What follows belongs to an exercise in optimizing a design on an open flow for small area and a short achievable clock period; a production flow would make more cautious choices. In this exercise RTL edits were held to simulation tests only and were not proved equivalent to the original.

==> flow/design.v, too long to show whole: its modules and the start of the top module <==
// module Horner: 1266 lines
module Horner(input clk,
              input rst,
              input [31:0] x,
              input [31:0] cn,
              output wire [31:0] z);
  // ...
==> flow/run.sh <==
#!/bin/bash
# synth_recipe.tcl (not shown) runs the flow's synth.tcl, then flattens the netlist and writes it again
# the make line also repeats each setting of config.mk as NAME=value (left out here)
make -C /OpenROAD-flow-scripts/flow DESIGN_CONFIG=/design/flow/config.mk WORK_HOME=/design/flow/orfs CLKGATE_MAP_FILE= SYNTH_SCRIPT=/design/flow/synth_recipe.tcl finish
==> flow/config.mk <==
export PLATFORM = sky130hd
export DESIGN_NAME = Horner
export DESIGN_NICKNAME = Horner
export VERILOG_FILES = /design/flow/design.v
export SDC_FILE = /design/flow/constraint.sdc
export NUM_CORES = 4
export LEC_CHECK = 0
export CAP_MARGIN = 20
export CORE_MARGIN = 2
export CORE_UTILIZATION = 40
export PLACE_DENSITY = 0.6
export SLEW_MARGIN = 20
==> flow/constraint.sdc <==
create_clock -name core_clock -period 8.5 [get_ports {clk}]
set_input_delay 1.7000 -clock core_clock [delete_from_list [all_inputs] [get_ports {clk}]]
set_output_delay 1.7000 -clock core_clock [all_outputs]
set_load 0.01 [all_outputs]
==> flow_metrics.py, run 1 <==
metrics = {
    "outcome": {
        "status": "no timing/DRC/antenna violations",
    },
    "clocking": {
        "clock_latency_ns": 0.37,
        "path_clk_slew_ns": 0.07,
    },
    "setup_path": {
        "reg2regPathDepth": 22,
        "crit_chain": "clkdlybuf4s50_1, or3b_2, a21oi_2, a22oi_1, xnor2_1, fa_1, fa_1, fa_1, fa_1, fa_1, fa_1, inv_1, ha_1",
        "cp_num_cells": 13,
        "crit_fanout": 15,
        "endpoint_kind": "register",
    },
    "finish": {
        "multi_input_area_share_pct": 72.4,
        "syn2layout_area_growth_pct": 12.4,
        "fill_cells": 3500,
        "regArea_mm2": 0.00126,
        "clock_area_share_pct": 2.11,
        "inv_count": 241,
        "final_util_pct": 45.9,
        "multi_input_gates": 1142,
        "buffer_area_share_pct": 8.74,
        "mostFrequentLayoutCells": "fa_1, xnor2_1, inv_1, a22oi_1, clkdlybuf4s50_1",
    },
    "routing": {
        "drc_errors": 0,
        "dr_wl_met2_mm": 22.5,
        "routedWlPerCell_um": 23.5,
        "wl_met1_mm": 20.4,
        "viasPerCell": 5.73,
        "ant_nets": 0,
    },
    "synthesis": {
        "yosys.area_share.simple_pct": 7.07,
        "synth_top_area_share_pct": 32.9,
        "syn-instance-count": 1589,
        "syn_area_mm2": 0.0146,
        "ys_types": 70,
    },
    "placed_design": {
        "numPortBuffers": 97,
        "gp_congestion": 0.935,
    },
    "floorplan": {
        "coreArea_mm2": 0.0357,
        "die-area_mm2": 0.0380,
    },
    "global_route": {
        "gr-usage-met1_pct": 35.2,
        "grt_pass1_wl_mm": 76.4,
        "grt-ovfl-total": 0,
    },
}
==> run 2, diff against run 1 <==
==> flow/flow/run.sh (new file) <==
#!/bin/bash
# Standard layout, with one netlist clean-up between synthesis and floorplan:
# fixinv.py removes the inverters synthesis leaves between full adders
# (a full adder is self-dual, so flipping its polarity needs no inverters).
set -euo pipefail
R=orfs/results/$FLOW_PLATFORM/Horner/base
bash standard.sh synth > synth.log 2>&1
cp $R/1_2_yosys.v $R/1_2_yosys.std.v
python3 flow/fixinv.py $R/1_2_yosys.std.v $R/1_2_yosys.v > fixinv.log 2>&1
rm -f $R/1_synth.odb $R/1_synth.sdc
bash standard.sh finish > layout.log 2>&1
==> flow/flow/fixinv.py (new file) <==
#!/usr/bin/env python3
"""Remove the inverters that synthesis leaves between full adders.

A full adder is self-dual: FA(~a, ~b, ~c) = (~cout, ~sum).  Each full adder
may therefore be flipped (take complemented inputs, give complemented
outputs) without changing what the circuit computes.  This chooses flips
that minimise the inverters needed, removes the plain inverters and adds
back one inverter per signal that still needs its complement.

usage: fixinv.py IN.v OUT.v
"""
import re, sys, collections, os
NOXOR = os.environ.get("NOXOR") == "1"   # debugging: flip full adders only

INV = "sky130_fd_sc_hd__inv_1"
FA = re.compile(r"sky130_fd_sc_hd__fa_\d+$")
FA_IN, FA_OUT = ("A", "B", "CIN"), ("COUT", "SUM")
OUT_PINS = {"X", "Y", "Q", "Q_N", "SUM", "COUT", "HI", "LO"}

src = open(sys.argv[1]).read()
src = re.sub(r"\(\*.*?\*\)", "", src, flags=re.S)
m = re.search(r"\bmodule\b.*?\bendmodule\b", src, re.S)
body = m.group(0)

inst_re = re.compile(r"^\s*(sky130_fd_sc_hd__\w+)\s+(\S+)\s*\((.*?)\);\s*$", re.S | re.M)
pin_re = re.compile(r"\.(\w+)\(\s*([^()]*?)\s*\)")
cells = []
for im in inst_re.finditer(body):
    pins = [(p, n) for p, n in pin_re.findall(im.group(3))]
    cells.append({"type": im.group(1), "name": im.group(2), "pins": pins, "span": im.span()})

locked = set()
for am in re.finditer(r"^\s*assign\s+(.*?);", body, re.M | re.S):
    for tok in re.findall(r"\\\S+|[A-Za-z_][\w$]*(?:\s*\[\d+\])?", am.group(1)):
        locked.add(re.sub(r"\s+", "", tok))
for dm in re.finditer(r"^\s*(input|output|inout)\b(.*?);", body, re.M | re.S):
    for tok in re.findall(r"\\\S+|[A-Za-z_][\w$]*", dm.group(2)):
        locked.add(tok)
def base(n):
    return re.sub(r"\s*\[\d+\]$", "", n)
def is_locked(n):
    return n in locked or base(n) in locked

driver = {}
for c in cells:
    for p, n in c["pins"]:
        if p in OUT_PINS:
            driver[n] = (c, p)

# removable inverters: plain inverters whose nets are not locked
removable = set()
for c in cells:
    if c["type"] == INV:
        d = dict(c["pins"])
        if not is_locked(d["Y"]) and not is_locked(d["A"]):
            removable.add(c["name"])
inv_in = {}
for c in cells:
    if c["name"] in removable:
        d = dict(c["pins"])
        inv_in[d["Y"]] = d["A"]

def trace(n):
    p = 0
    while n in inv_in:
        n = inv_in[n]; p ^= 1
    return n, p

XO = re.compile(r"sky130_fd_sc_hd__x(n?)or2_(\d+)$")
fas = [c for c in cells if FA.match(c["type"]) or (XO.match(c["type"]) and not NOXOR)]
fa_idx = {c["name"]: i for i, c in enumerate(fas)}
flip = [0] * len(fas)
lockfa = [0] * len(fas)
root_fa = {}
for i, c in enumerate(fas):
    for p, n in c["pins"]:
        if p in FA_OUT or (p in ("X", "Y") and XO.match(c["type"])):
            root_fa[n] = i
            if is_locked(n):
                lockfa[i] = 1

# consumers: (cell index, pin index, root, parity, fa index or -1)
cons = []
by_root = collections.defaultdict(list)
fa_cons = collections.defaultdict(list)
for ci, c in enumerate(cells):
    if c["name"] in removable:
        continue
    for pi, (p, n) in enumerate(c["pins"]):
        if p in OUT_PINS or n == "" or n.startswith("1'"):
            continue
        r, par = trace(n)
        j = fa_idx.get(c["name"], -1) if (p in FA_IN and FA.match(c["type"])) else -1
        k = len(cons)
        cons.append((ci, pi, r, par, j))
        by_root[r].append(k)
        if j >= 0:
            fa_cons[j].append(k)

def need(k):
    ci, pi, r, par, j = cons[k]
    q = par
    if r in root_fa:
        q ^= flip[root_fa[r]]
    if j >= 0:
        q ^= flip[j]
    return q

def root_cost(r):
    return 1 if any(need(k) for k in by_root[r]) else 0

def fa_roots(i):
    rs = set(cons[k][2] for k in fa_cons[i])
    for p, n in fas[i]["pins"]:
        if p in FA_OUT or (p in ("X", "Y") and XO.match(fas[i]["type"])):
            rs.add(n)
    return rs

import random
random.seed(1)
before = sum(root_cost(r) for r in by_root)
order = [i for i in range(len(fas)) if not lockfa[i]]
cur = before
best = (cur, list(flip))
T = 1.0
for it in range(60000):
    i = random.choice(order)
    rs = fa_roots(i)
    old = sum(root_cost(r) for r in rs)
    flip[i] ^= 1
    new = sum(root_cost(r) for r in rs)
    d = new - old
    if d <= 0 or random.random() < pow(2.718, -d / T):
        cur += d
        if cur < best[0]:
            best = (cur, list(flip))
    else:
        flip[i] ^= 1
    T = max(0.05, T * 0.9999)
flip = best[1]
improved = True
passes = 0
while improved and passes < 50:
    improved = False; passes += 1
    for i in range(len(fas)):
        if lockfa[i]:
            continue
        rs = fa_roots(i)
        old = sum(root_cost(r) for r in rs)
        flip[i] ^= 1
        new = sum(root_cost(r) for r in rs)
        if new < old:
            improved = True
        else:
            flip[i] ^= 1
after = sum(root_cost(r) for r in by_root)

# rewrite
newpins = {ci: list(c["pins"]) for ci, c in enumerate(cells)}
invnet = {}
for k in range(len(cons)):
    ci, pi, r, par, j = cons[k]
    if need(k):
        if r not in invnet:
            invnet[r] = f"fixinv_{len(invnet)}"
        net = invnet[r]
    else:
        net = r
    p, _ = newpins[ci][pi]
    newpins[ci][pi] = (p, net)
# flipped full adders need no pin change: their outputs keep their nets,
# which now carry the complement, and consumers were resolved above.

out = []
pos = 0
for ci, c in enumerate(cells):
    s, e = c["span"]
    out.append(body[pos:s])
    pos = e
    if c["name"] in removable:
        continue
    pins = ",\n".join(f"    .{p}({n})" for p, n in newpins[ci])
    ty = c["type"]
    xm = XO.match(ty)
    if xm and c["name"] in fa_idx and flip[fa_idx[c["name"]]]:
        ty = f"sky130_fd_sc_hd__x{'' if xm.group(1) else 'n'}or2_{xm.group(2)}"
        opin = "X" if xm.group(1) else "Y"     # xor2 drives X, xnor2 drives Y
        pins = ",\n".join(f"    .{opin if p in ('X', 'Y') else p}({n})" for p, n in newpins[ci])
    out.append(f"  {ty} {c['name']} (\n{pins}\n  );\n")
rest = body[pos:]
extra = []
for r, n in invnet.items():
    extra.append(f"  wire {n};\n")
for r, n in invnet.items():
    extra.append(f"  {INV} {n}_cell (\n    .A({r}),\n    .Y({n})\n  );\n")
rest = rest.replace("endmodule", "".join(extra) + "endmodule", 1)
newbody = "".join(out) + rest
open(sys.argv[2], "w").write(src[:m.start()] + newbody + src[m.end():])
print(f"fixinv: {len(fas)} full adders/xors, {sum(flip)} flipped; "
      f"{len(removable)} inverters removed, {len(invnet)} added "
      f"(cost {before} -> {after}, {passes} passes)")
==> flow/standard.sh (new file) <==
#!/bin/bash
# synth_recipe.tcl (not shown) runs the flow's synth.tcl, then flattens the netlist and writes it again
# the make line also repeats each setting of config.mk as NAME=value (left out here)
make -C /OpenROAD-flow-scripts/flow DESIGN_CONFIG=/design/flow/config.mk WORK_HOME=/design/flow/orfs CLKGATE_MAP_FILE= SYNTH_SCRIPT=/design/flow/synth_recipe.tcl "${@:-finish}"
--- a/flow/config.mk
+++ b/flow/config.mk
@@ -8,5 +8,6 @@
 export CAP_MARGIN = 20
 export CORE_MARGIN = 2
-export CORE_UTILIZATION = 40
-export PLACE_DENSITY = 0.6
+export CORE_UTILIZATION = 60
+export PLACE_DENSITY = 0.7
+export SETUP_SLACK_MARGIN = 2
 export SLEW_MARGIN = 20
removed: flow/run.sh
==> run 2 against run 1 <==
Against the previous run:
- still clean on timing, DRC and antenna
- via count down 2.4%
- routed wire length down 5.9%
- first-iteration DRC count down 4.4%
- highest routed layer unchanged
==> flow_metrics.py, run 2 <==
metrics = {
    "global_route": {
        "grt.total_usage_pct": 39.2,
        "gr-usage-met1_pct": 50.5,
        "grt_pass1_wl_mm": 72.0,
        "grt_use_met2_pct": 62.2,
        "grt_max_degree": 39,
        "met3_usage_pct": 8.23,
        "gr-max-usage-layer": "met2",
        "grt-ovfl-total": 0,
        "antenna_found_initial": 3,
        "grt_pass1_vias": 12200,
    },
    "finish": {
        "nets": 1863,
        "mostFrequentLayoutCells": "fa_1, a22oi_1, xnor2_1, xor2_1, buf_4",
        "drive_above_1_share_pct": 13.7,
        "fill_cells": 1826,
        "regArea_mm2": 0.00126,
        "final_common_cell": "fa_1",
        "syn2layout_area_growth_pct": 15.5,
        "multi_input_area_mm2": 0.0121,
        "final_util_pct": 71.0,
    },
    "sta": {
        "fin_crit_sh_pct": 75.2,
        "max_slew_margin_pct": 29.0,
        "fin_crit_ns": 6.39,
        "holdWs_ns": 0.965,
        "fin_skew_ns": 0.0128,
        "finalHoldViolCount": 0,
        "setup_viol": 0,
        "drv_slew": 0,
        "tns_ns": 0,
        "fmax_mhz": 156,
        "rsz0062_at_grt": "true",
        "worst_pin_slew_ns": 1.06,
    },
    "routing": {
        "drt_iter0_drc": 1218,
        "ant_nets": 0,
        "routed_wl_mm": 46.1,
        "viasPerCell": 6.36,
        "first_pass_iters": 8,
        "routedWlPerCell_um": 25.2,
        "drc_errors": 0,
        "via_count": 11600,
    },
    "synthesis": {
        "avgSynthCellArea_um2": 9.72,
        "syn_area_mm2": 0.0140,
        "syn_nets": 1797,
        "syn-instance-count": 1445,
        "yosysWarnings": 1,
    },
    "setup_path": {
        "startpoint": "x[8]",
        "reg2reg_from": "a6_1",
        "cp.arrival_ns": 6.63,
        "worst_setup_path_start_kind": "input pin",
        "worstSetupEndpoint": "a28_1",
        "crit_required_ns": 8.74,
        "reg2regPathDepth": 17,
        "crit_fanout": 12,
        "r2r-end": "a28_1",
        "r2r_setup_slack_ns": 2.22,
        "path_class": "in2reg",
        "endpoint_kind": "register",
    },
    "clocking": {
        "cts.root.buffer_cell": "clkbuf_16",
        "cts_buffers": 9,
        "cts_tree": "done",
        "clkSinkCount": 63,
        "path_clk_slew_ns": 0.06,
        "clock_latency_ns": 0.36,
        "cts.path.max_buffers": 2,
        "cts.htree.levels": 3,
    },
    "floorplan": {
        "fp.dieW_um": 157,
        "die-area_mm2": 0.0247,
        "rows": 55,
        "io-pin-count": 98,
        "die_y_um": 157,
        "start_util_pct": 61.5,
        "coreArea_mm2": 0.0228,
    },
    "placed_design": {
        "numPortBuffers": 97,
        "dp_hpwl_mm": 33.5,
        "gp_congestion": 0.929,
    },
    "flow_run": {
        "cap_violations": 0,
    },
    "min_path": {
        "min_path_type": "reg2reg",
    },
    "outcome": {
        "status": "no timing/DRC/antenna violations",
    },
}
run 2: cell types whose count changed in the layout (fill, tap and decap cells not counted), moves of 6 or more:
cell and change:
xnor2_2 +7, nor2b_1 -6, xnor2_1 -81, inv_1 -145, buf_4 +30, xor2_1 +73
nor2b_4 +6, clkdlybuf4s50_1 -11, dlymetal6s2s_1 +8
run 2: worst min-delay path by stage:
stage	cells after the start	endpoint	slack, ns	from
6_report	3	a0_0	0.97	a0_0
5_1_grt	3	a0_0	1.01	a0_0
4_1_cts	3	a0_0	0.94	a0_0
3_5_place_dp	3	a0_0	0.92	a0_0
3_3_place_gp	3	a0_0	0.91	a0_0
2_1_floorplan	5	a0_0	0.88	a0_0
run 2: stage by stage:
stage | cells | setup slack [ns] | cell area, µm²
floorplan | 1445 | 2.01 | 14100
global placement | 1772 | 1.39 | 15300
detailed placement | 1773 | 1.27 | 15300
CTS | 1806 | 1.99 | 15900
global route | 1831 | 1.98 | 16200
finish | 1831 | 2.11 | 16200
run 2: critical path: stages:
cell	delay (ns)
clkdlybuf4s50_1	0.45
or3b_2	0.49
a21oi_4	0.19
buf_12	0.18
a22oi_1	0.10
xnor2_1	0.32
fa_1	0.50
fa_1	0.47
fa_2	0.36
fa_1	0.45
fa_1	0.51
fa_1	0.56
inv_1	0.05
ha_1	0.28
run 2: timing repair:
item | in CTS | in global routing
gates cloned | 2 | 0
endpoints found under the setup margin | 18 | 14
setup buffers | 15 | 23
pin swaps | 10 | 15
gates resized for setup | 39 | 38
hold buffers | 0 | 0
run 2: area by class of cell:
type | count | share of cell area [%]
diodes | 2 | 0.0308
multi-input cells | 1142 | 74.5
well taps | 313 | 2.41
clock inverters | 6 | 0.578
inverters | 97 | 2.31
repair buffers | 198 | 11.0
clock buffers | 10 | 1.47
flip-flops and latches | 63 | 7.77
run 2: routing by layer:
metal  vias to the layer above  share of wire, %
li1                       4989                 -
met1                      5739                37
met2                       733                46
met3                       176                10
met4                         0               6.1
met5                         -                 0
==> run 3, diff against run 2 <==
--- a/flow/config.mk
+++ b/flow/config.mk
@@ -10,4 +10,4 @@
 export CORE_UTILIZATION = 60
 export PLACE_DENSITY = 0.7
-export SETUP_SLACK_MARGIN = 2
+export SETUP_SLACK_MARGIN = 2.5
 export SLEW_MARGIN = 20
==> run 3 against run 2 <==
Against the previous run:
- maximum frequency is 7.8% higher
- routed wire length is 4.2% higher
- critical path depth stayed put
- setup slack better by 0.46 ns
- sequential share of layout area is 0.40 points lower
- first-iteration DRC count is 35% higher
- hold slack worse by 0.075 ns
- clock-buffer cell count is 1 lower
- non-clock buffer count is 34 higher
==> flow_metrics.py, run 3 <==
metrics = {
    "placed_design": {
        "place_area_mm2": 0.0153,
        "gp_congestion": 0.967,
        "numPortBuffers": 97,
        "pre_cts_ws_ns": 1.35,
        "dp_hpwl_mm": 33.3,
    },
    "sta": {
        "max_slew_margin_pct": 37.5,
        "setup_viol": 0,
        "tns_ns": 0,
        "finalHoldViolCount": 0,
        "fin_crit_ns": 5.93,
        "fin_skew_ns": 0.00991,
        "drv_slew": 0,
        "fin_crit_sh_pct": 69.8,
        "fmax_mhz": 169,
        "holdWs_ns": 0.890,
        "worst_pin_slew_ns": 0.937,
        "rsz0062_at_grt": "true",
        "fin_ws_ns": 2.57,
    },
    "min_path": {
        "min_path_type": "reg2reg",
    },
    "setup_path": {
        "endpoint_kind": "register",
        "path_buf_inv": 3,
        "crit_chain": "dlygate4sd2_1, or3b_4, a21oi_4, clkbuf_16, a22oi_1, xnor2_2, fa_2, fa_1, fa_2, fa_2, fa_1, inv_1, fa_1, ha_1",
        "crit_required_ns": 8.74,
        "crit_slowest_cell": "fa_1",
        "cp.arrival_ns": 6.17,
        "path_class": "in2reg",
        "crit_fanout": 4,
        "worst_setup_path_start_kind": "input pin",
        "slowest_delay_ns": 0.55,
        "path_delay_family": "adder cells",
    },
    "finish": {
        "final_util_pct": 75.0,
        "antennaDiodeCount": 0,
        "final_common_cell": "a22oi_1",
        "syn2layout_area_growth_pct": 21.9,
        "design_area_mm2": 0.0171,
        "nets": 1898,
        "drive_above_1_share_pct": 21.1,
        "mostFrequentLayoutCells": "a22oi_1, fa_1, xnor2_1, xor2_1, buf_4",
        "fill_cells": 1647,
    },
    "global_route": {
        "grt_use_met2_pct": 63.1,
        "met3_usage_pct": 9.80,
        "grt_pass1_vias": 12500,
        "grt-ovfl-total": 0,
        "gr-max-usage-layer": "met2",
        "grt.total_usage_pct": 40.7,
        "gr-usage-met1_pct": 52.6,
        "antenna_found_initial": 1,
        "grt_max_degree": 40,
        "grt_pass1_wl_mm": 74.4,
    },
    "outcome": {
        "status": "no timing/DRC/antenna violations",
    },
    "clocking": {
        "path_clk_slew_ns": 0.07,
        "clock_latency_ns": 0.35,
        "cts.htree.levels": 3,
        "cts.root.buffer_cell": "clkbuf_16",
        "cts.path.max_buffers": 2,
        "clkSinkCount": 63,
        "cts_tree": "done",
        "cts_hold_buf": 0,
        "cts_buffers": 9,
    },
    "routing": {
        "ant_nets": 0,
        "routed_wl_mm": 48.1,
        "drc_errors": 0,
        "first_pass_iters": 7,
        "viasPerCell": 6.48,
        "via_count": 12100,
        "routedWlPerCell_um": 25.8,
        "drt_iter0_drc": 1644,
    },
    "synthesis": {
        "syn-instance-count": 1445,
        "syn_nets": 1797,
        "yosysWarnings": 1,
        "syn_area_mm2": 0.0140,
        "avgSynthCellArea_um2": 9.72,
    },
    "floorplan": {
        "coreArea_mm2": 0.0228,
        "rows": 55,
        "fp.dieW_um": 157,
        "io-pin-count": 98,
        "die_y_um": 157,
        "start_util_pct": 61.5,
        "die-area_mm2": 0.0247,
    },
    "flow_run": {
        "cap_violations": 0,
    },
}
-- run 3: final cells by class --
| class | instances | area [µm²] | area share (%) |
|---|---|---|---|
| Multi-Input combinational cell | 1143 | 12600 | 73.4 |
| Timing Repair Buffer | 232 | 2220 | 12.9 |
| Sequential cell | 63 | 1260 | 7.37 |
| Tap cell | 313 | 392 | 2.29 |
| Inverter | 97 | 389 | 2.27 |
| Clock buffer | 9 | 225 | 1.31 |
| Clock inverter | 7 | 80.1 | 0.467 |
-- run 3: worst register-to-register path: stages (launching register included) --
cell	delay (ns)
dfxtp_1	0.30
ha_2	0.38
a31oi_4	0.13
buf_4	0.17
buf_4	0.14
a211oi_2	0.23
o21ai_1	0.17
xnor2_4	0.62
a22oi_1	0.30
xnor2_2	0.21
fa_2	0.41
fa_1	0.51
fa_2	0.39
fa_2	0.37
fa_1	0.55
inv_1	0.06
fa_1	0.47
ha_1	0.29
-- run 3: final timing paths --
check,start,to,slack (ns),cells after the start
setup / recovery,x[8],a29_1,2.57,14
hold / removal,a0_0,a0_0,0.89,4
setup reg to reg,a13_1,a29_1,2.68,17
hold reg to reg,a0_0,a0_0,0.89,4
-- run 3: repair_timing --
action                     4_1_cts  5_1_grt
setup buffers                   55       28
resized for setup              134       92
cloned                           2        1
pin swaps                       58       54
setup endpoints to repair       35       23
-- run 3: stage by stage --
stage	cells
after CTS	1835
after global routing	1864
after global placement	1762
after detailed placement	1762
final	1864
after floorplan	1445
-- run 3: routing by layer --
metal  part of all wire [%]  up-vias
met4                    6.7        2
met3                     11      223
met2                     46      848
met1                     37     5941
met5                  0.027        -
li1                       -     5060
==> run 4, diff against run 3 <==
--- a/flow/config.mk
+++ b/flow/config.mk
@@ -8,6 +8,6 @@
 export CAP_MARGIN = 20
 export CORE_MARGIN = 2
-export CORE_UTILIZATION = 60
-export PLACE_DENSITY = 0.7
+export CORE_UTILIZATION = 75
+export PLACE_DENSITY = 0.8
 export SETUP_SLACK_MARGIN = 2.5
 export SLEW_MARGIN = 20
==> run 4 against run 3 <==
Against the previous run:
- the flow now stops in global routing (5_1_grt)
- area after synthesis stayed put
- synthesized cell count stayed put
==> flow_metrics.py, run 4 <==
metrics = {
    "placed_design": {
        "place_area_mm2": 0.0152,
        "numPortBuffers": 97,
        "dp_hpwl_mm": 33.2,
        "gp_congestion": 0.982,
        "place_inst": 1685,
    },
    "synthesis": {
        "syn_area_mm2": 0.0140,
        "avgSynthCellArea_um2": 9.72,
        "yosysWarnings": 1,
        "syn_nets": 1797,
        "syn-instance-count": 1445,
    },
    "global_route": {
        "grt.total_usage_pct": 74.3,
        "grt-ovfl-total": 5,
        "grt_max_degree": 40,
    },
    "floorplan": {
        "die_y_um": 141,
        "io-pin-count": 98,
        "rows": 50,
        "fp.dieW_um": 141,
        "start_util_pct": 75.9,
    },
    "clocking": {
        "cts.path.max_buffers": 2,
        "cts_buffers": 9,
        "cts.htree.levels": 3,
        "cts.root.buffer_cell": "clkbuf_16",
    },
    "outcome": {
        "stop_error": "[ERROR GRT-0232] Routing congestion too high. Check the congestion heatmap in the GUI.",
        "stop_stage": "global routing (5_1_grt)",
        "status": "did not finish",
    },
    "sta": {
        "worst_endpoint_kind": "register data pin",
        "grt_worst_setup_endpoint": "a27_1$_DFF_P_/D",
    },
}
run 4: how the worst max path moves through the flow:
stage               depth (start not counted)     to  start
floorplan                                  15  a27_1    rst
global placement                           14  a27_1  x[13]
detailed placement                         14  a27_1  x[13]
CTS                                        20  a28_1  a10_0
run 4: repair_timing:
action,CTS
pin swaps,57
hold buffers,0
setup buffers,83
gates cloned,6
gates resized for setup,158
hold endpoints to repair,0
endpoints found under the setup margin,34
run 4: routing by layer:
layer,global-route usage [%],overflow
met1,77.4,0
met2,92.8,0
met4,71.1,5
met3,55.2,0
met5,16.8,0
run 4: per-stage QoR:
step	worst slack (ns)	util, %
4_1_cts	2.48	91.1
3_5_place_dp	1.32	82.2
3_3_place_gp	1.42	82.2
2_1_floorplan	2.50	-

==> separate check: timing with driven ports <==
In the flow no input, the clock included, has a driving cell. The finished layouts below were timed again as built, in two steps. Step 1: set_driving_cell puts a clkbuf_16 on clk and a buf_2 on each other input, an assumption about the parent block. Step 2, shift: input delay + t, output delay - t, t = (earliest + latest rising clock arrival at the registers) / 2. This alone moves slack from input paths to output paths. Slacks: ideal / step 1 / step 2; pairs: ideal / step 1.
| run | shift t [ns] | setup slack, ns | pins driven straight from the clock port |
|---|---|---|---|
| run 1 | 0.413 | 1.550 / 1.575 / 1.161 | 1 |
| run 2 | 0.400 | 2.106 / 2.134 / 1.734 | 1 |
| run 3 | 0.400 | 2.568 / 2.600 / 2.200 | 1 |
After both steps every run listed still meets setup and hold. For run 1, which loses most, drivers alone change the setup slack by +0.025 ns; drivers and shift together by -0.389 ns.
